What follows belongs to an exercise in optimizing a design on an open flow for a short achievable clock period and few clock cycles; a production flow would make more cautious choices.
RTL that was checked went through simulation tests only; none was proved equivalent to the original.
Function not checked in runs 1 and 4: the RTL went through the layout flow alone.
Power is estimated from default activity; no workload was simulated.

## flow/design.v

```verilog
module cpu(clock,reset,imem_addr,imem_data,dmem_addr,dmem_we,dmem_wdata,dmem_rdata);
    input clock;
    input reset;
    output [11:0]imem_addr;
    input [15:0]imem_data;
    output [11:0]dmem_addr;
    output dmem_we;
    output [15:0]dmem_wdata;
    input [15:0]dmem_rdata;
    function [7:0] onehot(input [2:0] a);
        onehot = 8'd1 << a;
    endfunction
    reg [15:0] pc;
    reg [15:0] ir;
    reg        ir_v;
    reg [7:0]  d_s1, d_s2, d_sd;     
    reg [7:0]  d_rd;                 
    reg        d_br, d_ld, d_st, d_shift, d_imm;
    reg [8:0]  d_sel;                
    reg        d_e1, d_e2, d_ed;     
    reg        d_w1, d_w2, d_wd;     
    reg        stall;
    reg        e_v;          
    reg [7:0]  e_rd;         
    reg        e_ld;
    reg        e_st;
    reg [15:0] e_a, e_b;
    reg [15:0] e_sa;         
    reg [3:0]  e_sh;         
    reg [11:0] e_addr;
    reg [15:0] e_sd;
    reg [8:0]  e_sel;
    reg        e_br;         
    reg        e_cz, e_cg, e_cl, e_pred;
    reg [15:0] e_alt;        
    reg        w_v;
    reg [7:0]  w_rd;
    reg [15:0] w_val;
    reg [15:0] r1, r2, r3, r4, r5, r6, r7;
    reg [7:1]  rz;           
    assign imem_addr  = pc[12:1];
    assign dmem_addr  = e_addr;
    assign dmem_we    = e_st;
    assign dmem_wdata = e_sd;
    wire [15:0] imm = {{10{ir[5]}}, ir[5:0]};
    wire        dgo = ir_v & ~stall;        
    wire [15:0] v1_noe, v2_noe, vd_noe;
    wire [11:0] addr;
    rdu rdu (.s1(d_s1), .s2(d_s2), .sd(d_sd), .w1(d_w1), .w2(d_w2), .wd(d_wd), .w_val(w_val),
             .r1(r1), .r2(r2), .r3(r3), .r4(r4), .r5(r5), .r6(r6), .r7(r7), .imm(imm),
             .v1(v1_noe), .v2(v2_noe), .vd(vd_noe), .addr(addr));
    wire        rz1 = d_s1[0] | (|(d_s1[7:1] & rz));
    wire [15:0] eval;
    wire [15:0] n_ea, n_eb, n_esa, n_esd;
    wire [3:0]  n_esh;
    exu exu (.e_a(e_a), .e_b(e_b), .e_sa(e_sa), .e_sh(e_sh), .e_sel(e_sel), .e_ld(e_ld),
             .rdata(dmem_rdata), .v1(v1_noe), .v2(v2_noe), .vd(vd_noe), .imm(imm),
             .f1(d_e1), .f2(d_e2), .fd(d_ed), .use_imm(d_imm), .shift(d_shift),
             .eval(eval), .n_a(n_ea), .n_b(n_eb), .n_sa(n_esa), .n_sh(n_esh), .n_sd(n_esd));
    wire ez   = (e_a == 16'd0);
    wire es   = e_a[15];
    wire eact = (e_cz & ez) | (e_cg & ~es & ~ez) | (e_cl & (es | ez));
    wire miss = e_br & (eact ^ e_pred);
    wire zero1 = d_w1 ? (w_val == 16'd0) : rz1;
    wire sign1 = v1_noe[15];
    reg  cond;
    always @(*) begin
        case (ir[10:9])
            2'b00: cond = zero1;
            2'b01: cond = ~sign1 & ~zero1;
            2'b10: cond = sign1 | zero1;
            default: cond = 1'b0;
        endcase
    end
    wire pred  = imm[15];                           
    wire go_br = dgo & d_br & (d_e1 ? pred : cond);
    wire [15:0] pc_seq, pc_br;
    ks16 add_seq (.a(pc), .b(16'd2), .ci(1'b0), .s(pc_seq));
    ks16 add_br  (.a(pc), .b(imm),   .ci(1'b0), .s(pc_br));
    wire [3:0] n_op  = imem_data[15:12];
    wire [7:0] n_s1  = onehot(imem_data[8:6]);
    wire [7:0] n_s2  = onehot(imem_data[5:3]);
    wire [7:0] n_sd  = onehot(imem_data[11:9]);
    wire       n_wen = ~n_op[3] | (n_op == 4'd8) | (n_op == 4'd9) | (n_op == 4'd10);
    wire       n_mem = (n_op == 4'd10) | (n_op == 4'd11);
    wire [8:0] n_sel;
    assign n_sel[0] = (n_op == 4'd1) | (n_op == 4'd9);
    assign n_sel[1] = (n_op == 4'd2);
    assign n_sel[2] = (n_op == 4'd3);
    assign n_sel[3] = (n_op == 4'd4);
    assign n_sel[4] = (n_op == 4'd5);
    assign n_sel[5] = (n_op == 4'd6);
    assign n_sel[6] = (n_op == 4'd7);
    assign n_sel[7] = (n_op == 4'd8);
    assign n_sel[8] = (n_op == 4'd0);
    wire [7:0] d_rdgo = d_rd & {8{ir_v}};
    wire       n_e1   = |(n_s1 & d_rdgo);
    always @(posedge clock) begin
        if (reset) begin
            pc    <= 16'd0;
            ir_v  <= 1'b0;
            stall <= 1'b0;
        end else if (miss) begin
            pc    <= e_alt;
            ir_v  <= 1'b0;
            stall <= 1'b0;
        end else if (!stall) begin
            pc    <= go_br ? pc_br : pc_seq;
            ir_v  <= 1'b1;
            stall <= n_e1 & n_mem;
        end else begin
            stall <= 1'b0;
        end
        if (!stall) begin
            ir      <= imem_data;
            d_s1    <= n_s1;
            d_s2    <= n_s2;
            d_sd    <= n_sd;
            d_rd    <= n_sd & {{7{n_wen}}, 1'b0};
            d_br    <= n_op[3] & n_op[2];
            d_ld    <= (n_op == 4'd10);
            d_st    <= (n_op == 4'd11);
            d_shift <= n_sel[5] | n_sel[6] | n_sel[7];
            d_imm   <= (n_op == 4'd9);
            d_sel   <= n_sel;
            d_e1    <= n_e1;
            d_e2    <= |(n_s2 & d_rdgo);
            d_ed    <= |(n_sd & d_rdgo);
            d_w1    <= e_v & (|(n_s1 & e_rd));
            d_w2    <= e_v & (|(n_s2 & e_rd));
            d_wd    <= e_v & (|(n_sd & e_rd));
        end else begin
            d_e1    <= 1'b0;
            d_e2    <= 1'b0;
            d_ed    <= 1'b0;
            d_w1    <= e_v & (|(d_s1 & e_rd));
            d_w2    <= e_v & (|(d_s2 & e_rd));
            d_wd    <= e_v & (|(d_sd & e_rd));
        end
    end
    always @(posedge clock) begin
        if (reset) begin
            e_v  <= 1'b0;
            e_ld <= 1'b0;
            e_st <= 1'b0;
            e_br <= 1'b0;
        end else begin
            e_v  <= dgo & (|d_rd);
            e_ld <= dgo & d_ld;
            e_st <= dgo & d_st;
            e_br <= dgo & d_br & d_e1;
        end
        e_rd   <= d_rd;
        e_sel  <= d_sel;
        e_a    <= n_ea;
        e_b    <= n_eb;
        e_sa   <= n_esa;
        e_sh   <= n_esh;
        e_sd   <= n_esd;
        e_addr <= addr;
        e_cz   <= (ir[10:9] == 2'b00);
        e_cg   <= (ir[10:9] == 2'b01);
        e_cl   <= (ir[10:9] == 2'b10);
        e_pred <= pred;
        e_alt  <= pred ? pc_seq : pc_br;
    end
    always @(posedge clock) begin
        if (reset) begin
            w_v <= 1'b0;
        end else begin
            w_v <= e_v;
        end
        w_rd  <= e_rd;
        w_val <= eval;
    end
    wire w_zero = (w_val == 16'd0);
    always @(posedge clock) begin
        if (w_v & w_rd[1]) begin r1 <= w_val; rz[1] <= w_zero; end
        if (w_v & w_rd[2]) begin r2 <= w_val; rz[2] <= w_zero; end
        if (w_v & w_rd[3]) begin r3 <= w_val; rz[3] <= w_zero; end
        if (w_v & w_rd[4]) begin r4 <= w_val; rz[4] <= w_zero; end
        if (w_v & w_rd[5]) begin r5 <= w_val; rz[5] <= w_zero; end
        if (w_v & w_rd[6]) begin r6 <= w_val; rz[6] <= w_zero; end
        if (w_v & w_rd[7]) begin r7 <= w_val; rz[7] <= w_zero; end
    end
endmodule
module exu(e_a, e_b, e_sa, e_sh, e_sel, e_ld, rdata, v1, v2, vd, imm, f1, f2, fd, use_imm,
           shift, eval, n_a, n_b, n_sa, n_sh, n_sd);
    input [15:0] e_a, e_b, e_sa;
    input [3:0]  e_sh;
    input [8:0]  e_sel;
    input        e_ld;
    input [15:0] rdata, v1, v2, vd, imm;
    input        f1, f2, fd, use_imm, shift;
    output [15:0] eval, n_a, n_b, n_sa, n_sd;
    output [3:0]  n_sh;
    function [15:0] ksadd(input [15:0] a, input [15:0] b, input ci);
        reg [15:0] g, p, g1, p1, g2, p2, g3, p3, g4;
        integer i;
        begin
            g = a & b;
            p = a ^ b;
            g[0] = g[0] | (p[0] & ci);
            for (i = 0; i < 16; i = i + 1) begin
                g1[i] = (i >= 1) ? (g[i]  | (p[i]  & g[i-1]))  : g[i];
                p1[i] = (i >= 1) ? (p[i]  & p[i-1])            : p[i];
            end
            for (i = 0; i < 16; i = i + 1) begin
                g2[i] = (i >= 2) ? (g1[i] | (p1[i] & g1[i-2])) : g1[i];
                p2[i] = (i >= 2) ? (p1[i] & p1[i-2])           : p1[i];
            end
            for (i = 0; i < 16; i = i + 1) begin
                g3[i] = (i >= 4) ? (g2[i] | (p2[i] & g2[i-4])) : g2[i];
                p3[i] = (i >= 4) ? (p2[i] & p2[i-4])           : p2[i];
            end
            for (i = 0; i < 16; i = i + 1)
                g4[i] = (i >= 8) ? (g3[i] | (p3[i] & g3[i-8])) : g3[i];
            ksadd = (a ^ b) ^ {g4[14:0], ci};
        end
    endfunction
    wire [15:0] sum  = ksadd(e_a, e_b, 1'b0);
    wire [15:0] diff = ksadd(e_a, ~e_b, 1'b1);
    wire [15:0] shl  = e_sa << e_sh;
    wire [15:0] shr  = e_sa >> e_sh;
    wire [15:0] sra1 = ~(16'hffff >> e_sh) | shr;
    wire [15:0] res =
        ({16{e_sel[0]}} & sum)  | ({16{e_sel[1]}} & diff) |
        ({16{e_sel[2]}} & (e_a & e_b)) | ({16{e_sel[3]}} & (e_a | e_b)) |
        ({16{e_sel[4]}} & ~e_a) | ({16{e_sel[5]}} & shl) |
        ({16{e_sel[6]}} & sra1) | ({16{e_sel[7]}} & shr);
    assign eval = e_ld ? rdata : res;
    assign n_a  = f1 ? eval : v1;
    assign n_b  = use_imm ? imm : (f2 ? eval : v2);
    assign n_sa = shift ? (f1 ? eval : v1) : 16'd0;
    assign n_sh = shift ? (f2 ? eval[3:0] : v2[3:0]) : 4'd0;
    assign n_sd = fd ? eval : vd;
endmodule
module rdu(s1, s2, sd, w1, w2, wd, w_val, r1, r2, r3, r4, r5, r6, r7, imm, v1, v2, vd, addr);
    input [7:0]  s1, s2, sd;
    input        w1, w2, wd;
    input [15:0] w_val, r1, r2, r3, r4, r5, r6, r7, imm;
    output [15:0] v1, v2, vd;
    output [11:0] addr;
    function [15:0] rfsel(input [7:0] s, input [15:0] x1, input [15:0] x2, input [15:0] x3,
                          input [15:0] x4, input [15:0] x5, input [15:0] x6, input [15:0] x7);
        rfsel = ({16{s[1]}} & x1) | ({16{s[2]}} & x2) | ({16{s[3]}} & x3) |
                ({16{s[4]}} & x4) | ({16{s[5]}} & x5) | ({16{s[6]}} & x6) |
                ({16{s[7]}} & x7);
    endfunction
    function [15:0] ksadd(input [15:0] a, input [15:0] b, input ci);
        reg [15:0] g, p, g1, p1, g2, p2, g3, p3, g4;
        integer i;
        begin
            g = a & b;
            p = a ^ b;
            g[0] = g[0] | (p[0] & ci);
            for (i = 0; i < 16; i = i + 1) begin
                g1[i] = (i >= 1) ? (g[i]  | (p[i]  & g[i-1]))  : g[i];
                p1[i] = (i >= 1) ? (p[i]  & p[i-1])            : p[i];
            end
            for (i = 0; i < 16; i = i + 1) begin
                g2[i] = (i >= 2) ? (g1[i] | (p1[i] & g1[i-2])) : g1[i];
                p2[i] = (i >= 2) ? (p1[i] & p1[i-2])           : p1[i];
            end
            for (i = 0; i < 16; i = i + 1) begin
                g3[i] = (i >= 4) ? (g2[i] | (p2[i] & g2[i-4])) : g2[i];
                p3[i] = (i >= 4) ? (p2[i] & p2[i-4])           : p2[i];
            end
            for (i = 0; i < 16; i = i + 1)
                g4[i] = (i >= 8) ? (g3[i] | (p3[i] & g3[i-8])) : g3[i];
            ksadd = (a ^ b) ^ {g4[14:0], ci};
        end
    endfunction
    assign v1 = w1 ? w_val : rfsel(s1, r1, r2, r3, r4, r5, r6, r7);
    assign v2 = w2 ? w_val : rfsel(s2, r1, r2, r3, r4, r5, r6, r7);
    assign vd = wd ? w_val : rfsel(sd, r1, r2, r3, r4, r5, r6, r7);
    wire [15:0] a = ksadd(v1, imm, 1'b0);
    assign addr = a[11:0];
endmodule
module ks16(a, b, ci, s);
    input [15:0] a, b;
    input ci;
    output [15:0] s;
    function [15:0] ksadd(input [15:0] a, input [15:0] b, input ci);
        reg [15:0] g, p, g1, p1, g2, p2, g3, p3, g4;
        integer i;
        begin
            g = a & b;
            p = a ^ b;
            g[0] = g[0] | (p[0] & ci);
            for (i = 0; i < 16; i = i + 1) begin
                g1[i] = (i >= 1) ? (g[i]  | (p[i]  & g[i-1]))  : g[i];
                p1[i] = (i >= 1) ? (p[i]  & p[i-1])            : p[i];
            end
            for (i = 0; i < 16; i = i + 1) begin
                g2[i] = (i >= 2) ? (g1[i] | (p1[i] & g1[i-2])) : g1[i];
                p2[i] = (i >= 2) ? (p1[i] & p1[i-2])           : p1[i];
            end
            for (i = 0; i < 16; i = i + 1) begin
                g3[i] = (i >= 4) ? (g2[i] | (p2[i] & g2[i-4])) : g2[i];
                p3[i] = (i >= 4) ? (p2[i] & p2[i-4])           : p2[i];
            end
            for (i = 0; i < 16; i = i + 1)
                g4[i] = (i >= 8) ? (g3[i] | (p3[i] & g3[i-8])) : g3[i];
            ksadd = (a ^ b) ^ {g4[14:0], ci};
        end
    endfunction
    assign s = ksadd(a, b, ci);
endmodule
```

## flow/flow/run.sh

```bash
#!/bin/bash
set -o pipefail
bash standard.sh ADDER_MAP_FILE= SETUP_SLACK_MARGIN=6 finish > standard.log 2>&1
```

## flow/standard.sh

```bash
#!/bin/bash
# synth_recipe.tcl (not shown) runs the flow's synth.tcl, then flattens the netlist and writes it again
# the make line also repeats each setting of config.mk as NAME=value (left out here)
make -C /OpenROAD-flow-scripts/flow DESIGN_CONFIG=/design/flow/config.mk WORK_HOME=/design/flow/orfs CLKGATE_MAP_FILE= SYNTH_SCRIPT=/design/flow/synth_recipe.tcl "${@:-finish}"
```

## flow/config.mk

```make
export PLATFORM = sky130hd
export DESIGN_NAME = cpu
export DESIGN_NICKNAME = cpu
export VERILOG_FILES = /design/flow/design.v
export SDC_FILE = /design/flow/constraint.sdc
export NUM_CORES = 4
export LEC_CHECK = 0
export CAP_MARGIN = 20
export CORE_MARGIN = 2
export CORE_UTILIZATION = 40
export SETUP_SLACK_MARGIN = 5
export SLEW_MARGIN = 20
export SYNTH_HIERARCHICAL = 1
```

## flow/constraint.sdc

```tcl
create_clock -name core_clock -period 8.0 [get_ports {clock}]
set_input_delay 1.6000 -clock core_clock [delete_from_list [all_inputs] [get_ports {clock}]]
set_output_delay 1.6000 -clock core_clock [all_outputs]
set_load 0.01 [all_outputs]
```

==> results.yml, run 1 <==
timing:
  slew_headroom_pct: 22.76
  post-route-period-util_pct: 35.48
  tightest_slew_ps: 1159
  skew_ps: 21.07
  final_hold_viol_count: 0
  fmax_ghz: 0.3524
  setup_violations: 0
  slew_viol_final: 0
  post-route-min-period_ps: 2838
  rsz0062_at_grt: "yes"
  tns_ps: 0
run_status:
  status: "complete, no violations"
critical_path:
  required_ps: 8410
  worstPathArrival_ps: 3250
  cp-end-kind: "flop"
  start_kind: "flop"
  cp-startpoint: "d_s1[6]$_DFFE_PN_"
  timing.rr.start: "d_s1[6]$_DFFE_PN_"
  r2r_setup_slack_ps: 5160
  critPathKind: "reg -> reg"
  crit_fanout: 5
floorplanning:
  rows: 80
  die_h_um: 223.5
  dieArea_mm2: 0.04997
  die_x_um: 223.5
  pin_count: 75
  start_util_pct: 40.46
  fp.coreArea_mm2: 0.04765
final_layout:
  final-seq-area_mm2: 0.008436
  post_route_cells_drive_above_1_share_pct: 38.17
  final_nets: 2106
  stdcell_area_mm2: 0.02563
  fill_cells: 4056
  diodes: 0
  areaGrowthSynthToFinish_pct: 32.95
  multiInputGateArea_mm2: 0.01225
power:
  comb_power_share_pct: 34.3
  p_int_w: 0.004184
  p_leak_nw: 9.463
  p_sw_w: 0.002081
  switching_share_pct: 33.22
  p_per_area_mw_per_mm2: 244.4
  seqPwrFrac_pct: 36.2
  clkPwrFrac_pct: 29.6
  power.ir.vdd_worst_v: 0.0002387
grt:
  gr-usage-all-layers_pct: 26.56
  grt_pass1_vias: 16600
  antenna_found_initial: 0
  grt-ovfl-total: 0
  grt_start_max_net_pins: 53
  grt_pass1_wl_um: 102200
placed_design:
  place_hpwl_um: 43660
  placed_area_mm2: 0.02099
  gp_congestion: 0.9514
  port_buffers: 74
clock_tree:
  cts-root-buf: "clkbuf_16"
  cts_tree: "built"
  htree_levels: 2
  clk_latency_ps: 540
  clockBufferDepth: 3
  cts_num_sinks: 330
  cts_buffers: 37
  clkTransAtPathRegs_ps: 60
routing:
  wirelength_um: 68750
  drc: 0
  first_iter_violations: 2375
  routedWlPerCell_um: 25.31
  routed_via_density: 6.301
  firstDrtPassIters: 9
  dr_total_vias: 17110
  ant_nets: 0
hold_path:
  hp-class: "reg -> reg"
  hold_start: "d_sel[4]$_DFFE_PN_"
logic_synthesis:
  synth_cells: 1860
  syn_area_mm2: 0.01928
  yosys_warnings: 10
  synth.avg_cell_area_um2: 10.36
run:
  cap_violations: 0
-- metrics by stage --
step | utilization [%] | hold WS, ps | power, W | instances | worst slack (ps)
floorplan | - | 323.3 | 0.003464 | 1912 | 4811
global placement | 44.03 | 325.2 | 0.003846 | 2477 | 4517
detailed placement | 44.05 | 326.9 | 0.003875 | 2478 | 4471
CTS | 51.12 | 340.2 | 0.006032 | 2662 | 5225
global route | 53.79 | 343.5 | 0.006514 | 2716 | 5094
finish | 53.79 | 339.4 | 0.006265 | 2716 | 5162
-- power by group through the flow --
stage | Clock, W | Combinational (W) | Sequential, W
finish | 0.00185 | 0.00215 | 0.00226
global route | 0.00194 | 0.00229 | 0.00228
CTS | 0.00187 | 0.00191 | 0.00225
detailed placement | 0 | 0.00152 | 0.00235
global placement | 0 | 0.00150 | 0.00235
floorplan | 0 | 0.00128 | 0.00218
-- final cells by class --
class	instances	share of cell area, %
clock buffer	53	4.501
clock inverter	15	0.7470
timing repair buffer	266	10.30
inverter	47	0.7470
sequential	330	32.92
multi-input combinational	1390	47.79
tap	615	3.002
-- repair_timing --
item	CTS	global route
cloned	5	2
hold buffers	0	0
setup endpoints to repair	220	175
buffers inserted	111	51
pin swaps	89	77
resized for setup	530	165
-- critical path, stage by stage, from the launching register on --
cell,delay (ps)
edfxtp_1,510
buf_4,200
a222oi_1,240
nand3_1,200
o21ai_2,220
maj3_2,310
o21ai_4,130
o31ai_4,300
a31oi_4,150
maj3_2,330
xnor2_1,130
-- state kept, by name (all words and copies together) (netlist names), 12 cells and up --
signal,count
e_a,16
e_b,16
e_sa,16
e_sd,16
r1,16
r2,16
r3,16
r4,16
r5,16
r6,16
r7,16
w_val,16
e_alt,13
pc,13
e_addr,12
-- per-layer routing --
layer / track usage [%] / wire length (um)
met1: 35.97 / 27660
met2: 41.93 / 31580
met3: 5.194 / 6757
met4: 10.54 / 2758
met5: 0 / 0
-- path summary, 6_finish.rpt --
check,endpoint,cells past startpoint
min,e_sel[4]$_DFF_P_,0
max,e_addr[8]$_DFF_P_,10
max reg2reg,e_addr[8]$_DFF_P_,10
min reg2reg,e_sel[4]$_DFF_P_,0
-- cells in the final DEF, fill, tap and decap left out, drive strengths merged, types with 67 or more instances in the layout --
master  count
nor2      107
a21oi      72
a22oi     115
dfxtp     161
mux2       71
edfxtp    169
nand2     101
mux2i      67
buf       243
xnor2      82
==> run 2, diff against run 1 <==
--- a/flow/design.v
+++ b/flow/design.v
@@ -11,11 +11,16 @@
         onehot = 8'd1 << a;
     endfunction
     reg [15:0] pc;
-    reg [15:0] ir;
+    reg [15:0] ir;           
     reg        ir_v;
+    reg [15:0] di;           
     reg [7:0]  d_s1, d_s2, d_sd;     
     reg [7:0]  d_rd;                 
     reg        d_br, d_ld, d_st, d_shift, d_imm;
+    reg        d_bz, d_bg, d_bl;     
+    reg        d_bp;                 
+    reg        d_dec;                
+    reg        d_fdec;               
     reg [8:0]  d_sel;                
     reg        d_e1, d_e2, d_ed;     
     reg        d_w1, d_w2, d_wd;     
@@ -31,6 +36,7 @@
     reg [15:0] e_sd;
     reg [8:0]  e_sel;
     reg        e_br;         
+    reg        e_dec;        
     reg        e_cz, e_cg, e_cl, e_pred;
     reg [15:0] e_alt;        
     reg        w_v;
@@ -42,7 +48,7 @@
     assign dmem_addr  = e_addr;
     assign dmem_we    = e_st;
     assign dmem_wdata = e_sd;
-    wire [15:0] imm = {{10{ir[5]}}, ir[5:0]};
+    wire [15:0] imm = {{10{di[5]}}, di[5:0]};
     wire        dgo = ir_v & ~stall;        
     wire [15:0] v1_noe, v2_noe, vd_noe;
     wire [11:0] addr;
@@ -61,26 +67,21 @@
     wire es   = e_a[15];
     wire eact = (e_cz & ez) | (e_cg & ~es & ~ez) | (e_cl & (es | ez));
     wire miss = e_br & (eact ^ e_pred);
-    wire zero1 = d_w1 ? (w_val == 16'd0) : rz1;
-    wire sign1 = v1_noe[15];
-    reg  cond;
-    always @(*) begin
-        case (ir[10:9])
-            2'b00: cond = zero1;
-            2'b01: cond = ~sign1 & ~zero1;
-            2'b10: cond = sign1 | zero1;
-            default: cond = 1'b0;
-        endcase
-    end
+    wire zdec  = (e_a == 16'd1);
+    wire sdec  = (e_a == 16'd0) | (e_a[15] & (e_a[14:0] != 15'd0));
+    wire zero1 = d_fdec ? zdec : d_w1 ? (w_val == 16'd0) : rz1;
+    wire sign1 = d_fdec ? sdec : v1_noe[15];
     wire pred  = imm[15];                           
-    wire go_br = dgo & d_br & (d_e1 ? pred : cond);
+    wire go_br = ir_v & ((d_bz & zero1) | (d_bg & ~sign1 & ~zero1) |
+                         (d_bl & (sign1 | zero1)) | d_bp);
     wire [15:0] pc_seq, pc_br;
     ks16 add_seq (.a(pc), .b(16'd2), .ci(1'b0), .s(pc_seq));
     ks16 add_br  (.a(pc), .b(imm),   .ci(1'b0), .s(pc_br));
-    wire [3:0] n_op  = imem_data[15:12];
-    wire [7:0] n_s1  = onehot(imem_data[8:6]);
-    wire [7:0] n_s2  = onehot(imem_data[5:3]);
-    wire [7:0] n_sd  = onehot(imem_data[11:9]);
+    wire [15:0] nx   = stall ? ir : imem_data;
+    wire [3:0] n_op  = nx[15:12];
+    wire [7:0] n_s1  = onehot(nx[8:6]);
+    wire [7:0] n_s2  = onehot(nx[5:3]);
+    wire [7:0] n_sd  = onehot(nx[11:9]);
     wire       n_wen = ~n_op[3] | (n_op == 4'd8) | (n_op == 4'd9) | (n_op == 4'd10);
     wire       n_mem = (n_op == 4'd10) | (n_op == 4'd11);
     wire [8:0] n_sel;
@@ -95,6 +96,7 @@
     assign n_sel[8] = (n_op == 4'd0);
     wire [7:0] d_rdgo = d_rd & {8{ir_v}};
     wire       n_e1   = |(n_s1 & d_rdgo);
+    wire       n_res  = ~n_e1 | (~stall & d_dec);
     always @(posedge clock) begin
         if (reset) begin
             pc    <= 16'd0;
@@ -111,18 +113,25 @@
         end else begin
             stall <= 1'b0;
         end
+        if (!stall) ir <= imem_data;
+        di      <= nx;
+        d_s1    <= n_s1;
+        d_s2    <= n_s2;
+        d_sd    <= n_sd;
+        d_rd    <= n_sd & {{7{n_wen}}, 1'b0};
+        d_br    <= n_op[3] & n_op[2];
+        d_bz    <= n_op[3] & n_op[2] & n_res & (nx[10:9] == 2'b00);
+        d_bg    <= n_op[3] & n_op[2] & n_res & (nx[10:9] == 2'b01);
+        d_bl    <= n_op[3] & n_op[2] & n_res & (nx[10:9] == 2'b10);
+        d_bp    <= n_op[3] & n_op[2] & ~n_res & nx[5];
+        d_dec   <= (n_op == 4'd9) & (nx[5:0] == 6'h3f);
+        d_fdec  <= ~stall & n_e1 & d_dec;
+        d_ld    <= (n_op == 4'd10);
+        d_st    <= (n_op == 4'd11);
+        d_shift <= n_sel[5] | n_sel[6] | n_sel[7];
+        d_imm   <= (n_op == 4'd9);
+        d_sel   <= n_sel;
         if (!stall) begin
-            ir      <= imem_data;
-            d_s1    <= n_s1;
-            d_s2    <= n_s2;
-            d_sd    <= n_sd;
-            d_rd    <= n_sd & {{7{n_wen}}, 1'b0};
-            d_br    <= n_op[3] & n_op[2];
-            d_ld    <= (n_op == 4'd10);
-            d_st    <= (n_op == 4'd11);
-            d_shift <= n_sel[5] | n_sel[6] | n_sel[7];
-            d_imm   <= (n_op == 4'd9);
-            d_sel   <= n_sel;
             d_e1    <= n_e1;
             d_e2    <= |(n_s2 & d_rdgo);
             d_ed    <= |(n_sd & d_rdgo);
@@ -133,9 +142,9 @@
             d_e1    <= 1'b0;
             d_e2    <= 1'b0;
             d_ed    <= 1'b0;
-            d_w1    <= e_v & (|(d_s1 & e_rd));
-            d_w2    <= e_v & (|(d_s2 & e_rd));
-            d_wd    <= e_v & (|(d_sd & e_rd));
+            d_w1    <= e_v & (|(n_s1 & e_rd));
+            d_w2    <= e_v & (|(n_s2 & e_rd));
+            d_wd    <= e_v & (|(n_sd & e_rd));
         end
     end
     always @(posedge clock) begin
@@ -148,7 +157,7 @@
             e_v  <= dgo & (|d_rd);
             e_ld <= dgo & d_ld;
             e_st <= dgo & d_st;
-            e_br <= dgo & d_br & d_e1;
+            e_br <= dgo & d_br & d_e1 & ~d_fdec;
         end
         e_rd   <= d_rd;
         e_sel  <= d_sel;
@@ -158,9 +167,9 @@
         e_sh   <= n_esh;
         e_sd   <= n_esd;
         e_addr <= addr;
-        e_cz   <= (ir[10:9] == 2'b00);
-        e_cg   <= (ir[10:9] == 2'b01);
-        e_cl   <= (ir[10:9] == 2'b10);
+        e_cz   <= (di[10:9] == 2'b00);
+        e_cg   <= (di[10:9] == 2'b01);
+        e_cl   <= (di[10:9] == 2'b10);
         e_pred <= pred;
         e_alt  <= pred ? pc_seq : pc_br;
     end
@@ -247,35 +256,13 @@
                 ({16{s[4]}} & x4) | ({16{s[5]}} & x5) | ({16{s[6]}} & x6) |
                 ({16{s[7]}} & x7);
     endfunction
-    function [15:0] ksadd(input [15:0] a, input [15:0] b, input ci);
-        reg [15:0] g, p, g1, p1, g2, p2, g3, p3, g4;
-        integer i;
-        begin
-            g = a & b;
-            p = a ^ b;
-            g[0] = g[0] | (p[0] & ci);
-            for (i = 0; i < 16; i = i + 1) begin
-                g1[i] = (i >= 1) ? (g[i]  | (p[i]  & g[i-1]))  : g[i];
-                p1[i] = (i >= 1) ? (p[i]  & p[i-1])            : p[i];
-            end
-            for (i = 0; i < 16; i = i + 1) begin
-                g2[i] = (i >= 2) ? (g1[i] | (p1[i] & g1[i-2])) : g1[i];
-                p2[i] = (i >= 2) ? (p1[i] & p1[i-2])           : p1[i];
-            end
-            for (i = 0; i < 16; i = i + 1) begin
-                g3[i] = (i >= 4) ? (g2[i] | (p2[i] & g2[i-4])) : g2[i];
-                p3[i] = (i >= 4) ? (p2[i] & p2[i-4])           : p2[i];
-            end
-            for (i = 0; i < 16; i = i + 1)
-                g4[i] = (i >= 8) ? (g3[i] | (p3[i] & g3[i-8])) : g3[i];
-            ksadd = (a ^ b) ^ {g4[14:0], ci};
-        end
-    endfunction
     assign v1 = w1 ? w_val : rfsel(s1, r1, r2, r3, r4, r5, r6, r7);
     assign v2 = w2 ? w_val : rfsel(s2, r1, r2, r3, r4, r5, r6, r7);
     assign vd = wd ? w_val : rfsel(sd, r1, r2, r3, r4, r5, r6, r7);
-    wire [15:0] a = ksadd(v1, imm, 1'b0);
-    assign addr = a[11:0];
+    wire [15:0] a_rf, a_w;
+    ks16 add_rf (.a(rfsel(s1, r1, r2, r3, r4, r5, r6, r7)), .b(imm), .ci(1'b0), .s(a_rf));
+    ks16 add_w  (.a(w_val), .b(imm), .ci(1'b0), .s(a_w));
+    assign addr = w1 ? a_w[11:0] : a_rf[11:0];
 endmodule
 module ks16(a, b, ci, s);
     input [15:0] a, b;
==> flow/flow/run.sh (replaced) <==
#!/bin/bash
# The standard layout (standard.sh), with these changes to how it is made:
#  - ORFS's full/half-adder extraction is off, so ABC maps the adders itself;
#  - ABC does not use a few weak cells (flow/my_synth.tcl);
set -o pipefail
export FLOW_SYNTH_TCL=$PWD/synth_recipe.tcl
bash standard.sh ADDER_MAP_FILE= SETUP_SLACK_MARGIN=6 SYNTH_SCRIPT=$PWD/flow/my_synth.tcl finish > standard.log 2>&1
==> flow/flow/my_synth.tcl (new file) <==
# The standard flow's synthesis script (synth_recipe.tcl), with ABC told not to use a few
# weak cells: a222oi_1 (made in one size only) and the _0 drive-strength cells.
# Flip-flops are mapped before ABC runs, so the registers are the same.
proc abc {args} {
  foreach c {sky130_fd_sc_hd__a222oi_1 sky130_fd_sc_hd__*_0} { lappend args -dont_use $c }
  yosys abc {*}$args
}
source $::env(FLOW_SYNTH_TCL)
==> run 2 against run 1 <==
Effect of this change:
- clock skew is 3.8 ps lower
- maximum frequency is 6.1% higher
- combinational power is 6% higher
- non-clock buffer count is 72 higher
==> results.yml, run 2 <==
hold_path:
  hold_start: "d_sel[1]$_DFF_P_"
  hold_end: "e_sel[1]$_DFF_P_"
  min_path_cells: 0
  hp-class: "reg -> reg"
grt:
  grt-ovfl-total: 0
  antenna_found_initial: 1
  grtUsageMet2_pct: 42.43
  use_met1_pct: 36.22
  met3_usage_pct: 4.619
  grt.busiest_layer: "met2"
  grt_pass1_wl_um: 109700
  grt_start_max_net_pins: 39
  gr-usage-all-layers_pct: 27.02
  grt_pass1_vias: 18060
clock_tree:
  cts_buffers: 39
  clockBufferDepth: 3
  hold_buffers: 0
  clk_latency_ps: 570
  cts_num_sinks: 344
  clkTransAtPathRegs_ps: 60
  cts_tree: "built"
  htree_levels: 2
  cts-root-buf: "clkbuf_16"
logic_synthesis:
  synth.avg_cell_area_um2: 9.690
  synth_cells: 2097
  yosys_warnings: 10
  syn_area_mm2: 0.02032
critical_path:
  r2r_end: "e_sd[8]$_DFF_P_"
  worstPathArrival_ps: 3110
  r2r_setup_slack_ps: 5320
  timing.rr.start: "e_sh[0]$_DFF_P_"
  required_ps: 8440
  crit_chain: "buf_12 > mux4_2 > mux2i_1 > o21ai_1 > a221o_1 > a211oi_2 > o31ai_2 > and2_4 > mux2_4"
  critPathKind: "reg -> reg"
  start_kind: "flop"
  cp-end-kind: "flop"
  reg2regPathDepth: 9
  crit_path_max_incr_delay_ps: 540
  crit_fanout: 8
  crit_slowest_cell: "mux4_2"
floorplanning:
  pin_count: 75
  start_util_pct: 40.50
  die_h_um: 229.4
  die_x_um: 229.4
  fp.coreArea_mm2: 0.05017
  rows: 82
  dieArea_mm2: 0.05262
power:
  p_leak_nw: 10.15
  p_per_area_mw_per_mm2: 232.8
  power.ir.vdd_worst_v: 0.0001693
timing:
  tightest_slew_ps: 1184
  post-route-period-util_pct: 33.44
  fmax_ghz: 0.3738
  rsz0062_at_grt: "yes"
  whs_ps: 319.6
  post-route-min-period_ps: 2675
  skew_ps: 17.23
  setup_violations: 0
  slew_viol_final: 0
  final_hold_viol_count: 0
  tns_ps: 0
  slew_headroom_pct: 21.07
routing:
  ant_nets: 0
  wirelength_um: 74580
  first_iter_violations: 1889
  routedWlPerCell_um: 24.38
  drc: 0
  firstDrtPassIters: 8
  dr_total_vias: 18810
  routed_via_density: 6.150
placed_design:
  gp_congestion: 0.9535
  place_hpwl_um: 45600
  port_buffers: 74
final_layout:
  post_route_cells_drive_above_1_share_pct: 39.76
  final_nets: 2391
  areaGrowthSynthToFinish_pct: 35.96
  most-common-layout-cells: "buf_4 (157), dfxtp_1 (149), edfxtp_1 (119)"
  fill_cells: 4217
  diodes: 0
  mostFrequentLayoutCell: "buf_4"
run:
  cap_violations: 0
run_status:
  status: "complete, no violations"
==> run 2: cell types whose count changed in the layout (fill, tap and decap cells not counted), moves of 37 or more <==
cell / previous run / this run
dfxtp_1: 103 / 149
edfxtp_1: 169 / 119
a22oi_1: 108 / 63
o21ai_1: 10 / 47
a222oi_1: 48 / 0
a21oi_1: 54 / 106
==> run 2: worst max-delay path by stage <==
stage | from | endpoint | cells after the start
2_1_floorplan | imem_data[6] | d_bg$_DFF_P_ | 8
3_3_place_gp | imem_data[6] | d_bg$_DFF_P_ | 9
3_5_place_dp | imem_data[6] | d_bg$_DFF_P_ | 9
4_1_cts | pc[9]$_SDFFE_PP0P_ | imem_addr[8] | 1
5_1_grt | d_s1[4]$_DFF_P_ | e_addr[9]$_DFF_P_ | 11
6_report | e_sh[0]$_DFF_P_ | e_sd[8]$_DFF_P_ | 9
==> run 2: cell type report <==
type | instances | area [um2] | area share, %
multi-input combinational | 1553 | 13340 | 48.27
sequential | 344 | 8270 | 29.93
timing repair buffer | 338 | 3511 | 12.71
clock buffer | 55 | 1127 | 4.080
tap | 672 | 840.8 | 3.043
inverter | 79 | 346.6 | 1.254
clock inverter | 16 | 183.9 | 0.6657
timing repair inverter | 2 | 12.51 | 0.04529
==> run 2: worst max-delay path, delay by kind of cell, from the launching register on <==
| kind | cells | cell delay, ps |
|---|---|---|
| AOI/OAI and AO/OA | 4 | 860 |
| and+or+nand+nor | 1 | 190 |
| DFF | 1 | 370 |
| muxes | 3 | 970 |
| buffers and inverters | 1 | 140 |
==> run 2: routing by layer <==
| layer | part of all wire, % | wire length, um | vias to the layer above |
|---|---|---|---|
| met3 | 8.2 | 6103 | 215 |
| li1 | - | - | 8371 |
| met4 | 4.8 | 3617 | 0 |
| met1 | 41 | 30870 | 9215 |
| met2 | 46 | 33990 | 1011 |
| met5 | 0 | 0 | - |
==> run 2: metrics by stage <==
| step | cell area, um2 | worst slack [ps] | utilization, % | instances | power (W) |
|---|---|---|---|---|---|
| 2_1_floorplan | 21330 | 4969 | - | 2146 | 0.003564 |
| 3_3_place_gp | 21970 | 4332 | 43.79 | 2747 | 0.003950 |
| 3_5_place_dp | 21970 | 4288 | 43.79 | 2747 | 0.003993 |
| 4_1_cts | 26330 | 5325 | 52.48 | 2993 | 0.006200 |
| 5_1_grt | 27630 | 5237 | 55.07 | 3059 | 0.006687 |
| 6_report | 27630 | 5325 | 55.07 | 3059 | 0.006433 |
==> run 2: what timing repair did <==
action                                  in CTS  in global routing
endpoints found under the setup margin     232                186
setup buffers                              162                 64
cloned                                      13                  1
gates resized for setup                    583                185
pin swaps                                  117                111
endpoints found under the hold margin        0                  0
==> run 2: report_power, final <==
group,internal [W],switching [W]
logic,0.00110,0.00117
clock network,0.00109,0.000757
registers,0.00203,0.000280
Testbench counts of run 2, summed over its fixed seeds: cycles 32,923.
==> run 3, diff against run 2 <==
==> flow/flow/my_synth.tcl (replaced) <==
# The standard flow's synthesis script (synth_recipe.tcl), with ABC told not to use some
# slow or weak cells: a222oi_1 (made in one size only), the _0 drive-strength
# cells, mux4, or4, a221o and a211o. Flip-flops are mapped before ABC runs, so
# the registers are the same.
proc abc {args} {
  foreach c {sky130_fd_sc_hd__a222oi_1 sky130_fd_sc_hd__*_0 sky130_fd_sc_hd__mux4*
             sky130_fd_sc_hd__or4* sky130_fd_sc_hd__a221o* sky130_fd_sc_hd__a211o_*} {
    lappend args -dont_use $c
  }
  yosys abc {*}$args
}
source $::env(FLOW_SYNTH_TCL)
--- a/flow/config.mk
+++ b/flow/config.mk
@@ -7,7 +7,8 @@
 export LEC_CHECK = 0
 export CAP_MARGIN = 20
 export CORE_MARGIN = 2
-export CORE_UTILIZATION = 40
+export CORE_UTILIZATION = 50
+export PLACE_DENSITY = 0.7
 export SETUP_SLACK_MARGIN = 5
 export SLEW_MARGIN = 20
 export SYNTH_HIERARCHICAL = 1
==> run 3 against run 2 <==
Effect of this change:
- clock skew hardly changed
- non-clock buffer count is 31 higher
- routed wire length is 1.9% higher
- sequential share of layout area is 0.78 points lower
- total power is 1.5% higher
- sequential power hardly changed
- maximum frequency is 1.1% higher
- global-route usage is 5.7 points higher
- clock-buffer cell count is 3 lower
- cell area is 2.8% higher
- core utilization is 14 points higher
==> results.yml, run 3 <==
run_status:
  status: "complete, no violations"
timing:
  skew_ps: 16.82
  final_hold_viol_count: 0
  post-route-period-util_pct: 33.08
  slew_viol_final: 0
  tns_ps: 0
  fin_ws_ps: 5353
  rsz0062_at_grt: "yes"
  fmax_ghz: 0.3778
  slew_headroom_pct: 19.46
  post-route-min-period_ps: 2647
  setup_violations: 0
  tightest_slew_ps: 1208
critical_path:
  required_ps: 6400
  crit_family: "flip-flops"
  r2r_end: "e_addr[5]$_DFF_P_"
  crit_path_max_incr_delay_ps: 390
  start_kind: "flop"
  crit_chain: "buf_6"
  crit_slowest_cell: "dfxtp_4"
  critPathKind: "reg -> out"
  reg2regPathDepth: 10
  worstPathArrival_ps: 1050
  r2r_setup_slack_ps: 5370
  path_buf_inv: 1
  crit_fanout: 2
  cp-end-kind: "output port"
  timing.rr.start: "d_s1[4]$_DFF_P_"
floorplanning:
  fp.coreArea_mm2: 0.04083
  die_x_um: 207.3
  die_h_um: 207.3
  rows: 74
  dieArea_mm2: 0.04296
  pin_count: 75
  start_util_pct: 50.59
final_layout:
  most-common-layout-cells: "buf_4 (178), nand2_1 (151), dfxtp_1 (145)"
  fill_cells: 2835
  final-seq-area_mm2: 0.008278
  areaGrowthSynthToFinish_pct: 37.45
  stdcell_area_mm2: 0.02839
  post_route_cells_drive_above_1_share_pct: 41.95
  final-instance-count-excl-fill: 3016
  mostFrequentLayoutCell: "buf_4"
  diodes: 0
  final_nets: 2489
  multiInputGateArea_mm2: 0.01407
power:
  p_leak_nw: 10.44
  power_w: 0.006529
  clkPwrFrac_pct: 28.5
  power.ir.vdd_worst_v: 0.0001831
  p_per_area_mw_per_mm2: 230.0
  p_int_w: 0.004278
  comb_power_share_pct: 35.7
  p_sw_w: 0.002251
  switching_share_pct: 34.48
  seqPwrFrac_pct: 35.8
grt:
  grt_start_max_net_pins: 78
  grt_pass1_vias: 18950
  antenna_found_initial: 0
  gr-usage-all-layers_pct: 32.70
  grt_pass1_wl_um: 110400
  grt-ovfl-total: 0
hold_path:
  min_path_cells: 0
  hp-class: "reg -> reg"
  hold_end: "e_sel[4]$_DFF_P_"
  hold_start: "d_sel[4]$_DFF_P_"
clock_tree:
  cts-root-buf: "clkbuf_16"
  clk_latency_ps: 560
  cts_num_sinks: 344
  cts_buffers: 38
  hold_buffers: 0
  clockBufferDepth: 3
  htree_levels: 2
  cts_tree: "built"
  clkTransAtPathRegs_ps: 60
logic_synthesis:
  synth_cells: 2178
  syn_area_mm2: 0.02066
  yosys_warnings: 10
  synth.avg_cell_area_um2: 9.485
routing:
  ant_nets: 0
  wirelength_um: 76020
  dr_total_vias: 19550
  firstDrtPassIters: 7
  routedWlPerCell_um: 25.21
  first_iter_violations: 2226
  routed_via_density: 6.481
  drc: 0
placed_design:
  dp_slack_ps: 4403
  gp_congestion: 0.9300
  placed_area_mm2: 0.02217
  port_buffers: 74
  place_hpwl_um: 44600
  dpl.cell_count: 2671
run:
  cap_violations: 0
## run 3: timing repair
item | CTS | global route
setup buffers | 213 | 54
cloned | 7 | 1
gates resized for setup | 653 | 162
setup endpoints to repair | 226 | 184
pin swaps | 148 | 94
## run 3: worst max-delay path by stage
stage                                   from              end  slack, ps  cells past startpoint
after floorplan                 imem_data[6]     d_bg$_DFF_P_       5150                      8
after global placement          imem_data[6]     d_bg$_DFF_P_       4490                      9
after detailed placement        imem_data[6]     d_bl$_DFF_P_       4400                      9
after CTS                 pc[7]$_SDFFE_PP0P_     imem_addr[6]       5350                      1
after global routing         e_sh[1]$_DFF_P_  e_b[15]$_DFF_P_       5300                     12
final                     pc[8]$_SDFFE_PP0P_     imem_addr[7]       5350                      1
## run 3: final cells by class
cell class	instances	share of cell area, %
Inverter	71	1.150
Timing Repair inverter	1	0.02644
Sequential cell	344	29.15
Timing Repair Buffer	369	13.04
Multi-Input combinational cell	1630	49.57
Tap cell	532	2.344
Clock inverter	17	0.8549
Clock buffer	52	3.860
## run 3: power by group through the flow
stage               sequential [W]  clock (W)  combinational [W]
floorplan                  0.00222          0            0.00142
global placement           0.00242          0            0.00158
detailed placement         0.00243          0            0.00162
CTS                        0.00232    0.00186            0.00210
global route               0.00235    0.00194            0.00247
finish                     0.00234    0.00186            0.00233
## run 3: metal layers
layer	wire [um]	track usage, %
met5	0	0
met4	3881	14.98
met3	7582	6.490
met2	34920	51.54
met1	29630	43.46
## run 3: per-stage QoR
| stage | hold WS, ps | utilization, % |
|---|---|---|
| after floorplan | 309.6 | - |
| after global placement | 314.7 | 54.30 |
| after detailed placement | 313.5 | 54.30 |
| after CTS | 326.4 | 66.53 |
| after global routing | 333.9 | 69.54 |
| final | 326.5 | 69.54 |
==> run 4, diff against run 3 <==
--- a/flow/design.v
+++ b/flow/design.v
@@ -259,11 +259,37 @@
     assign v1 = w1 ? w_val : rfsel(s1, r1, r2, r3, r4, r5, r6, r7);
     assign v2 = w2 ? w_val : rfsel(s2, r1, r2, r3, r4, r5, r6, r7);
     assign vd = wd ? w_val : rfsel(sd, r1, r2, r3, r4, r5, r6, r7);
-    wire [15:0] a_rf, a_w;
-    ks16 add_rf (.a(rfsel(s1, r1, r2, r3, r4, r5, r6, r7)), .b(imm), .ci(1'b0), .s(a_rf));
-    ks16 add_w  (.a(w_val), .b(imm), .ci(1'b0), .s(a_w));
+    wire [11:0] a_rf, a_w;
+    wire [15:0] rf1 = rfsel(s1, r1, r2, r3, r4, r5, r6, r7);
+    ks12 add_rf (.a(rf1[11:0]), .b(imm[11:0]), .s(a_rf));
+    ks12 add_w  (.a(w_val[11:0]), .b(imm[11:0]), .s(a_w));
     assign addr = w1 ? a_w[11:0] : a_rf[11:0];
 endmodule
+module ks12(a, b, s);
+    input [11:0] a, b;
+    output [11:0] s;
+    reg [11:0] g, p, g1, p1, g2, p2, g3, p3, g4;
+    integer i;
+    always @(*) begin
+        g = a & b;
+        p = a ^ b;
+        for (i = 0; i < 12; i = i + 1) begin
+            g1[i] = (i >= 1) ? (g[i]  | (p[i]  & g[i-1]))  : g[i];
+            p1[i] = (i >= 1) ? (p[i]  & p[i-1])            : p[i];
+        end
+        for (i = 0; i < 12; i = i + 1) begin
+            g2[i] = (i >= 2) ? (g1[i] | (p1[i] & g1[i-2])) : g1[i];
+            p2[i] = (i >= 2) ? (p1[i] & p1[i-2])           : p1[i];
+        end
+        for (i = 0; i < 12; i = i + 1) begin
+            g3[i] = (i >= 4) ? (g2[i] | (p2[i] & g2[i-4])) : g2[i];
+            p3[i] = (i >= 4) ? (p2[i] & p2[i-4])           : p2[i];
+        end
+        for (i = 0; i < 12; i = i + 1)
+            g4[i] = (i >= 8) ? (g3[i] | (p3[i] & g3[i-8])) : g3[i];
+    end
+    assign s = (a ^ b) ^ {g4[10:0], 1'b0};
+endmodule
 module ks16(a, b, ci, s);
     input [15:0] a, b;
     input ci;
==> run 4 against run 3 <==
Effect of this change:
- still clean on timing, DRC and antenna
- synthesized area about the same
- flip-flop and latch count unchanged
- total power up 0.36%
- highest routed layer unchanged
==> results.yml, run 4 <==
run_status:
  status: "complete, no violations"
grt:
  grt-ovfl-total: 0
  grt_start_max_net_pins: 81
  antenna_found_initial: 0
  grt_pass1_vias: 19460
  grt_pass1_wl_um: 115900
  gr-usage-all-layers_pct: 34.51
run:
  cap_violations: 0
timing:
  tightest_slew_ps: 1225
  post-route-min-period_ps: 2642
  skew_ps: 20.67
  tns_ps: 0
  final_hold_viol_count: 0
  slew_headroom_pct: 18.24
  rsz0062_at_grt: "yes"
  slew_viol_final: 0
  whs_ps: 325.4
  setup_violations: 0
  post-route-period-util_pct: 33.02
  fmax_ghz: 0.3785
final_layout:
  diodes: 0
  finish.utilization_pct: 70.65
  post_route_cells_drive_above_1_share_pct: 43.67
  final_nets: 2519
  mostFrequentLayoutCell: "buf_4"
  most-common-layout-cells: "buf_4 (192), nand2_1 (149), a22oi_1 (144)"
  areaGrowthSynthToFinish_pct: 39.63
clock_tree:
  clockBufferDepth: 3
  hold_buffers: 0
  clk_latency_ps: 560
  cts_num_sinks: 344
  clkTransAtPathRegs_ps: 60
  cts-root-buf: "clkbuf_16"
  cts_tree: "built"
  cts_buffers: 37
  htree_levels: 2
critical_path:
  r2r_end: "e_addr[11]$_DFF_P_"
  timing.rr.start: "d_s1[4]$_DFF_P_"
  worstPathArrival_ps: 1040
  reg2regPathDepth: 10
  cp-startpoint: "pc[9]$_SDFFE_PP0P_"
  crit_family: "flip-flops"
  cp-end-kind: "output port"
  crit_slowest_cell: "dfxtp_4"
  crit_chain: "buf_6"
  start_kind: "flop"
  required_ps: 6400
  endpoint: "imem_addr[8]"
  path_buf_inv: 1
  crit_path_max_incr_delay_ps: 370
  crit_fanout: 2
  cp.depth: 1
  r2r_setup_slack_ps: 5360
  critPathKind: "reg -> out"
routing:
  wirelength_um: 81660
  dr_total_vias: 20590
  firstDrtPassIters: 6
  first_iter_violations: 2511
  ant_nets: 0
  routedWlPerCell_um: 26.83
  routed_via_density: 6.764
  drc: 0
power:
  p_int_w: 0.004216
  switching_share_pct: 35.66
  clkPwrFrac_pct: 26.6
  comb_power_share_pct: 37.5
  seqPwrFrac_pct: 35.8
  p_per_area_mw_per_mm2: 227.2
  p_leak_nw: 10.60
  p_sw_w: 0.002337
  power.ir.vdd_worst_v: 0.0002200
floorplanning:
  die_h_um: 207.3
  pin_count: 75
  fp.coreArea_mm2: 0.04083
  start_util_pct: 50.60
  die_x_um: 207.3
  dieArea_mm2: 0.04296
  rows: 74
placed_design:
  place_hpwl_um: 45420
  port_buffers: 74
  gp_congestion: 0.9531
hold_path:
  hp-class: "reg -> reg"
logic_synthesis:
  synth_cells: 2187
  yosys_warnings: 11
  synth.avg_cell_area_um2: 9.447
  syn_area_mm2: 0.02066
## run 4: cell count changes in the layout (fill, tap and decap cells not counted), sizes merged, moves of 6 or more
| cell | delta |
|---|---|
| o2111ai | +6 |
| buf | +26 |
| a31oi | -6 |
| and2 | -6 |
| nand3 | +6 |
| and3 | +8 |
## run 4: final cells by class
class                   instances  area (um2)
fillers                      2677       11980
repair buffers                393        4010
flip-flops and latches        344        8303
repair inverters                2       13.76
well taps                     532       665.6
inverters                      65       314.1
clock buffers                  55        1109
clock inverters                11       92.59
multi-input cells            1642       14340
## run 4: worst min-delay path by stage
stage / from / to / slack (ps) / cells after the start
after floorplan: d_sel[0]$_DFF_P_ / e_sel[0]$_DFF_P_ / 310 / 0
after global placement: d_sel[5]$_DFF_P_ / e_sel[5]$_DFF_P_ / 310 / 0
after detailed placement: d_sel[3]$_DFF_P_ / e_sel[3]$_DFF_P_ / 310 / 0
after CTS: d_sel[0]$_DFF_P_ / e_sel[0]$_DFF_P_ / 320 / 0
after global routing: d_sel[0]$_DFF_P_ / e_sel[0]$_DFF_P_ / 320 / 0
final: d_sel[0]$_DFF_P_ / e_sel[0]$_DFF_P_ / 330 / 0
## run 4: worst register-to-register path, cell delays in order, from the launching register on
cell and delay (ps):
dfxtp_4 350, buf_12 140, a22oi_2 160, nand4_1 230, a22oi_2 340, o311ai_4 210
o31ai_2 370, a21oi_1 140, a311oi_2 240, xnor2_1 90, mux2_2 260
## run 4: power by group through the flow
stage | Combinational (W) | Clock [W] | Sequential (W)
floorplan | 0.00141 | 0 | 0.00222
global placement | 0.00159 | 0 | 0.00241
detailed placement | 0.00163 | 0 | 0.00242
CTS | 0.00216 | 0.00173 | 0.00232
global route | 0.00259 | 0.00182 | 0.00236
finish | 0.00246 | 0.00175 | 0.00235
## run 4: timing repair
action	CTS	global route
gates cloned	11	1
pin swaps	134	120
endpoints found under the setup margin	231	186
endpoints found under the hold margin	0	0
setup buffers	224	66
resized for setup	685	226
## run 4: metrics by stage
stage	std cells	total power, W	worst slack, ps	cell area (um2)
after global routing	3044	0.006768	5263	28850
after floorplan	2234	0.003625	5146	21770
after detailed placement	2676	0.004051	4442	22070
after CTS	2977	0.006207	5371	27230
final	3044	0.006553	5358	28850
after global placement	2676	0.004002	4493	22070
## run 4: metal layers
layer | wire (um) | share of wire (%) | track usage, % | up-vias
li1 | - | - | - | 8702
met1 | 30680 | 38 | 45.44 | 9992
met2 | 37310 | 46 | 54.53 | 1521
met3 | 9123 | 11 | 7.625 | 376
met4 | 4540 | 5.6 | 15.37 | 0
met5 | 0 | 0 | 0 | -
==> run 5, diff against run 4 <==
--- a/flow/design.v
+++ b/flow/design.v
@@ -97,10 +97,11 @@
     wire [7:0] d_rdgo = d_rd & {8{ir_v}};
     wire       n_e1   = |(n_s1 & d_rdgo);
     wire       n_res  = ~n_e1 | (~stall & d_dec);
+    wire       pre0   = (pc == 16'd0) & ~stall & ~ir_v & ~e_v & ~w_v;
     always @(posedge clock) begin
         if (reset) begin
             pc    <= 16'd0;
-            ir_v  <= 1'b0;
+            ir_v  <= pre0;
             stall <= 1'b0;
         end else if (miss) begin
             pc    <= e_alt;
@@ -113,6 +114,7 @@
         end else begin
             stall <= 1'b0;
         end
+        if (reset & pre0) pc[1] <= 1'b1;
         if (!stall) ir <= imem_data;
         di      <= nx;
         d_s1    <= n_s1;
==> run 5 against run 4 <==
Effect of this change:
- maximum frequency shrank 4.2%
- highest routed layer unchanged
- synthesized area rose by 4.1%
- non-clock buffer count up 11
- largest cell class unchanged
- global-route usage rose by 0.44 points
- critical path type is now reg -> reg
==> results.yml, run 5 <==
power:
  switching_share_pct: 36.50
  p_per_area_mw_per_mm2: 238.2
  p_int_w: 0.004614
  p_sw_w: 0.002652
  power.ir.vdd_worst_v: 0.0001852
  clkPwrFrac_pct: 27.4
  p_leak_nw: 11.01
  power_w: 0.007266
  comb_power_share_pct: 39.6
  seqPwrFrac_pct: 33.0
routing:
  routed_via_density: 6.643
  wirelength_um: 83000
  routedWlPerCell_um: 25.69
  drc: 0
  ant_nets: 0
  dr_total_vias: 21460
  first_iter_violations: 2742
  firstDrtPassIters: 6
logic_synthesis:
  synth.avg_cell_area_um2: 9.189
  synth_cells: 2341
  yosys_warnings: 11
  syn_area_mm2: 0.02151
grt:
  grt_start_max_net_pins: 93
  grt_pass1_wl_um: 119900
  grt-ovfl-total: 0
  grt_pass1_vias: 20400
  gr-usage-all-layers_pct: 34.96
  antenna_found_initial: 0
critical_path:
  crit_path_max_incr_delay_ps: 390
  timing.rr.start: "e_sh[1]$_DFF_P_"
  cpMostUsedCell: "mux2i_1"
  crit_slowest_cell: "dfxtp_4"
  crit_fanout: 6
  worstPathArrival_ps: 3180
  cp.depth: 11
  crit_family: "multiplexers"
  r2r_setup_slack_ps: 5240
  start_kind: "flop"
  r2r_end: "e_sd[15]$_DFF_P_"
  reg2regPathDepth: 11
  path_buf_inv: 3
  crit_chain: "buf_12 > buf_4 > mux2i_2 > mux2i_1 > mux2i_1 > mux2i_1 > a2111oi_2 > o211ai_1 > nor4_4 > buf_6 > o22ai_1"
  cp-end-kind: "flop"
  critPathKind: "reg -> reg"
  required_ps: 8420
clock_tree:
  clockBufferDepth: 3
  hold_buffers: 0
  cts-root-buf: "clkbuf_16"
  cts_tree: "built"
  cts_buffers: 39
  cts_num_sinks: 350
  clkTransAtPathRegs_ps: 60
  clk_latency_ps: 560
  htree_levels: 2
final_layout:
  diodes: 0
  final-instance-count-excl-fill: 3231
  post_route_cells_drive_above_1_share_pct: 42.38
  mostFrequentLayoutCell: "buf_4"
  most-common-layout-cells: "buf_4 (202), nand2_1 (175), a22oi_1 (154)"
  final_nets: 2695
  areaGrowthSynthToFinish_pct: 41.83
timing:
  rsz0062_at_grt: "yes"
  skew_ps: 19.86
  fin_ws_ps: 5241
  setup_violations: 0
  final_hold_viol_count: 0
  post-route-min-period_ps: 2759
  slew_viol_final: 0
  tns_ps: 0
  fmax_ghz: 0.3624
  slew_headroom_pct: 21.07
  tightest_slew_ps: 1184
  post-route-period-util_pct: 34.49
run_status:
  status: "complete, no violations"
floorplanning:
  fp.coreArea_mm2: 0.04223
  die_h_um: 211.4
  pin_count: 75
  dieArea_mm2: 0.04470
  start_util_pct: 50.94
  rows: 75
  die_x_um: 211.4
placed_design:
  gp_congestion: 0.9485
  dpl.cell_count: 2848
  dp_slack_ps: 3867
  port_buffers: 74
  place_hpwl_um: 47890
hold_path:
  hold_start: "d_sel[6]$_DFF_P_"
  hold_end: "e_sel[6]$_DFF_P_"
  min_path_cells: 0
  hp-class: "reg -> reg"
run:
  cap_violations: 0
[run 5: power by group through the flow]
stage                     clock (W)  sequential (W)  combinational [W]
after floorplan                   0         0.00228            0.00160
after global placement            0         0.00250            0.00182
after detailed placement          0         0.00251            0.00186
after CTS                   0.00200         0.00237            0.00258
after global routing        0.00207         0.00242            0.00304
final                       0.00199         0.00240            0.00287
[run 5: worst max-delay path by stage]
| stage | startpoint | end | slack [ps] |
|---|---|---|---|
| 2_1_floorplan | imem_data[6] | stall$_SDFF_PP0_ | 5220 |
| 3_3_place_gp | e_a[11]$_DFF_P_ | pc[8]$_SDFFE_PP0P_ | 4000 |
| 3_5_place_dp | e_a[11]$_DFF_P_ | pc[11]$_SDFFE_PP0P_ | 3870 |
| 4_1_cts | pc[11]$_SDFFE_PP0P_ | imem_addr[10] | 5350 |
| 5_1_grt | di[5]$_DFF_P_ | pc[15]$_SDFFE_PP0P_ | 5120 |
| 6_report | e_sh[1]$_DFF_P_ | e_sd[15]$_DFF_P_ | 5240 |
[run 5: what timing repair did]
| item | in CTS | in global routing |
|---|---|---|
| hold endpoints to repair | 0 | 0 |
| pin swaps | 163 | 117 |
| gates resized for setup | 767 | 205 |
| cloned | 13 | 1 |
| endpoints found under the setup margin | 234 | 190 |
| buffers inserted | 235 | 62 |
[run 5: final cells by class]
type                       count  area [um2]
multi-input combinational   1773       15510
fill                        2769       11720
sequential                   350        8419
timing repair buffer         404        4023
clock buffer                  56        1179
tap                          539       674.4
inverter                      92       450.4
clock inverter                16       250.2
timing repair inverter         1       7.507
[run 5: metrics by stage]
stage          hold slack [ps]  utilization (%)  instance area [um2]
2_1_floorplan            309.6                -                22720
3_3_place_gp             313.9            54.57                23040
3_5_place_dp             314.3            54.60                23060
4_1_cts                  331.5            68.64                28980
5_1_grt                  335.0            72.25                30510
6_report                 331.9            72.25                30510
[run 5: worst reg2reg max path, cell delays in order, from the launching register on]
cell	delay [ps]
dfxtp_4	390
buf_12	140
buf_4	120
mux2i_2	270
mux2i_1	150
mux2i_1	280
mux2i_1	160
a2111oi_2	370
o211ai_1	200
nor4_4	270
buf_6	190
o22ai_1	90
[run 5: layer usage]
layer	global-route usage, %	part of all wire [%]	vias up
met5	0	0	-
met4	18.65	6.2	0
met3	6.498	11	367
met2	55.12	45	1503
met1	45.65	38	10270
li1	-	-	9325
Testbench counts of run 5, summed over its fixed seeds: cycles 32,739.
==> run 6, diff against run 5 <==
--- a/flow/design.v
+++ b/flow/design.v
@@ -100,8 +100,13 @@
     wire       pre0   = (pc == 16'd0) & ~stall & ~ir_v & ~e_v & ~w_v;
     always @(posedge clock) begin
         if (reset) begin
-            pc    <= 16'd0;
-            ir_v  <= pre0;
+            if (pre0) begin
+                pc   <= 16'd2;
+                ir_v <= 1'b1;
+            end else begin
+                pc   <= 16'd0;
+                ir_v <= 1'b0;
+            end
             stall <= 1'b0;
         end else if (miss) begin
             pc    <= e_alt;
@@ -114,7 +119,6 @@
         end else begin
             stall <= 1'b0;
         end
-        if (reset & pre0) pc[1] <= 1'b1;
         if (!stall) ir <= imem_data;
         di      <= nx;
         d_s1    <= n_s1;
==> run 6 against run 5 <==
Effect of this change:
- combinational power about the same
- maximum frequency down 2.7%
- global-route usage down 0.86 points
- still clean on timing, DRC and antenna
- sequential share of layout area grew 0.65 points
- via count shrank 0.93%
- non-clock buffer count rose by 12
- critical path type is now reg -> out
- critical endpoint is now imem_addr[9]
- final cell count down 1.3%
- worst hold slack worse by 4.8 ps
- clock-buffer cell count up 6
- flip-flop and latch count unchanged
- clock power shrank about 10%
- routed wire length shrank 2.0%
==> results.yml, run 6 <==
critical_path:
  r2r_setup_slack_ps: 5300
  required_ps: 6400
  crit_chain: "buf_2"
  crit_family: "flip-flops"
  path_buf_inv: 1
  crit_fanout: 2
  reg2regPathDepth: 12
  timing.rr.start: "d_s1[7]$_DFF_P_"
  crit_path_max_incr_delay_ps: 490
  r2r_end: "e_addr[11]$_DFF_P_"
  critPathKind: "reg -> out"
  worstPathArrival_ps: 1240
  cp-end-kind: "output port"
  start_kind: "flop"
  crit_slowest_cell: "edfxtp_1"
timing:
  setup_violations: 0
  fin_ws_ps: 5165
  final_hold_viol_count: 0
  tightest_slew_ps: 1156
  slew_headroom_pct: 22.94
  post-route-min-period_ps: 2835
  tns_ps: 0
  post-route-period-util_pct: 35.44
  rsz0062_at_grt: "yes"
  fmax_ghz: 0.3527
  slew_viol_final: 0
  skew_ps: 33.94
hold_path:
  min_path_cells: 0
  hp-class: "reg -> reg"
  hold_end: "e_sel[5]$_DFF_P_"
  hold_start: "d_sel[5]$_DFF_P_"
floorplanning:
  die_h_um: 211.4
  pin_count: 75
  fp.coreArea_mm2: 0.04223
  rows: 75
  start_util_pct: 50.94
  dieArea_mm2: 0.04470
  die_x_um: 211.4
logic_synthesis:
  syn_area_mm2: 0.02151
  synth.avg_cell_area_um2: 9.414
  synth_cells: 2285
  yosys_warnings: 11
power:
  p_per_area_mw_per_mm2: 233.9
  p_leak_nw: 10.89
  power.ir.vdd_worst_v: 0.0001991
routing:
  dr_total_vias: 21260
  ant_nets: 0
  routed_via_density: 6.670
  firstDrtPassIters: 8
  first_iter_violations: 2566
  routedWlPerCell_um: 25.52
  wirelength_um: 81360
  drc: 0
grt:
  grt_pass1_vias: 19960
  grt_pass1_wl_um: 117100
  antenna_found_initial: 0
  grt_start_max_net_pins: 50
  gr-usage-all-layers_pct: 34.10
  grt-ovfl-total: 0
final_layout:
  final_nets: 2654
  areaGrowthSynthToFinish_pct: 40.20
  mostFrequentLayoutCell: "buf_4"
  post_route_cells_drive_above_1_share_pct: 42.54
  diodes: 0
  most-common-layout-cells: "buf_4 (205), nand2_1 (180), dfxtp_1 (149)"
placed_design:
  dp_slack_ps: 4009
  port_buffers: 74
  gp_congestion: 0.9693
  place_hpwl_um: 46850
clock_tree:
  clockBufferDepth: 3
  clk_latency_ps: 560
  hold_buffers: 0
  cts_buffers: 38
  cts_tree: "built"
  htree_levels: 2
  clkTransAtPathRegs_ps: 60
  cts-root-buf: "clkbuf_16"
  cts_num_sinks: 350
run:
  cap_violations: 0
run_status:
  status: "complete, no violations"
==> run 6: per-stage QoR <==
| step | area [um2] | hold slack (ps) | instances | utilization [%] | power, W |
|---|---|---|---|---|---|
| floorplan | 22810 | 309.6 | 2345 | - | 0.003903 |
| global placement | 23150 | 311.9 | 2799 | 54.82 | 0.004317 |
| detailed placement | 23150 | 312.1 | 2799 | 54.83 | 0.004364 |
| CTS | 28490 | 325.9 | 3113 | 67.46 | 0.006641 |
| global route | 30160 | 332.3 | 3188 | 71.42 | 0.007289 |
| finish | 30160 | 327.1 | 3188 | 71.42 | 0.007054 |
==> run 6: area by class of cell <==
type / count / area, um2
timing repair buffer: 416 / 4116
multi-input combinational: 1749 / 15240
tap: 539 / 674.4
clock inverter: 7 / 95.09
clock buffer: 62 / 1169
timing repair inverter: 1 / 7.507
inverter: 64 / 335.3
fill: 2776 / 12070
sequential: 350 / 8517
==> run 6: routing by layer <==
layer	vias to the layer above	GRT usage (%)	routed length, um
li1	9205	-	-
met1	10270	44.46	30710
met3	339	6.468	8317
met5	-	0	0
met4	0	17.99	4733
met2	1446	53.86	37590
==> run 6: repair_timing <==
| action | 4_1_cts | 5_1_grt |
|---|---|---|
| cloned | 16 | 2 |
| endpoints found under the hold margin | 0 | 0 |
| setup buffers | 229 | 72 |
| resized for setup | 683 | 213 |
| endpoints found under the setup margin | 256 | 219 |
| pin swaps | 157 | 136 |
==> run 6: how the worst max path moves through the flow <==
| stage | start | depth (start not counted) | to | slack (ps) |
|---|---|---|---|---|
| 6_report | pc[10]$_SDFFCE_PP0P_ | 1 | imem_addr[9] | 5160 |
| 5_1_grt | pc[11]$_SDFFCE_PP0P_ | 1 | imem_addr[10] | 5170 |
| 4_1_cts | pc[10]$_SDFFCE_PP0P_ | 1 | imem_addr[9] | 5190 |
| 3_5_place_dp | w_val[10]$_DFF_P_ | 7 | pc[15]$_SDFFCE_PP0P_ | 4010 |
| 3_3_place_gp | w_val[10]$_DFF_P_ | 7 | pc[15]$_SDFFCE_PP0P_ | 4150 |
| 2_1_floorplan | imem_data[6] | 8 | d_bg$_DFF_P_ | 5030 |
==> run 6: power by group <==
| group | internal, W | switching (W) |
|---|---|---|
| sequential | 0.00209 | 0.000315 |
| combinational | 0.00136 | 0.00150 |
| clock | 0.00107 | 0.000724 |
| total | 0.00451 | 0.00254 |
Testbench counts of run 6, summed over its fixed seeds: cycles 32,739.

[port drivers added, routing unchanged]
The flow's constraints put no driver on any port. The routed layouts listed below were extracted and timed again, unchanged, in two steps. Step 1 (the two cells are an assumption about what drives the block):
set clk [get_ports {clock}]
set_driving_cell -lib_cell sky130_fd_sc_hd__clkbuf_16 $clk
set_driving_cell -lib_cell sky130_fd_sc_hd__buf_2 [delete_from_list [all_inputs] $clk]
Step 2, shift: input delay + t, output delay - t, t = (earliest + latest rising clock arrival at the registers) / 2. This alone moves slack from input paths to output paths. Three values: no drivers, after step 1, after step 2; two values: the first two.
| run | shift t [ns] | setup slack, ns | worst hold slack (ns) | clock arrival spread, ns | worst data-port slew with drivers (ns) |
|---|---|---|---|---|---|
| run 1 | 0.590 | 5.162 / 5.162 / 4.914 | 0.339 / 0.339 / 0.339 | 0.022 / 0.022 | 0.06 |
| run 2 | 0.619 | 5.325 / 5.299 / 4.763 | 0.320 / 0.320 / 0.320 | 0.018 / 0.018 | 0.05 |
| run 3 | 0.610 | 5.353 / 5.294 / 4.810 | 0.327 / 0.327 / 0.327 | 0.018 / 0.018 | 0.05 |
| run 4 | 0.603 | 5.358 / 5.301 / 4.921 | 0.325 / 0.325 / 0.325 | 0.021 / 0.021 | 0.05 |
| run 5 | 0.617 | 5.241 / 5.241 / 4.865 | 0.332 / 0.332 / 0.332 | 0.020 / 0.020 | 0.05 |
| run 6 | 0.602 | 5.165 / 5.101 / 4.810 | 0.327 / 0.327 / 0.327 | 0.034 / 0.034 | 0.05 |
After both steps setup and hold are still met in every run listed. The setup slack of run 2, which loses most, moves by -0.026 ns with the drivers and by -0.562 ns with both steps.
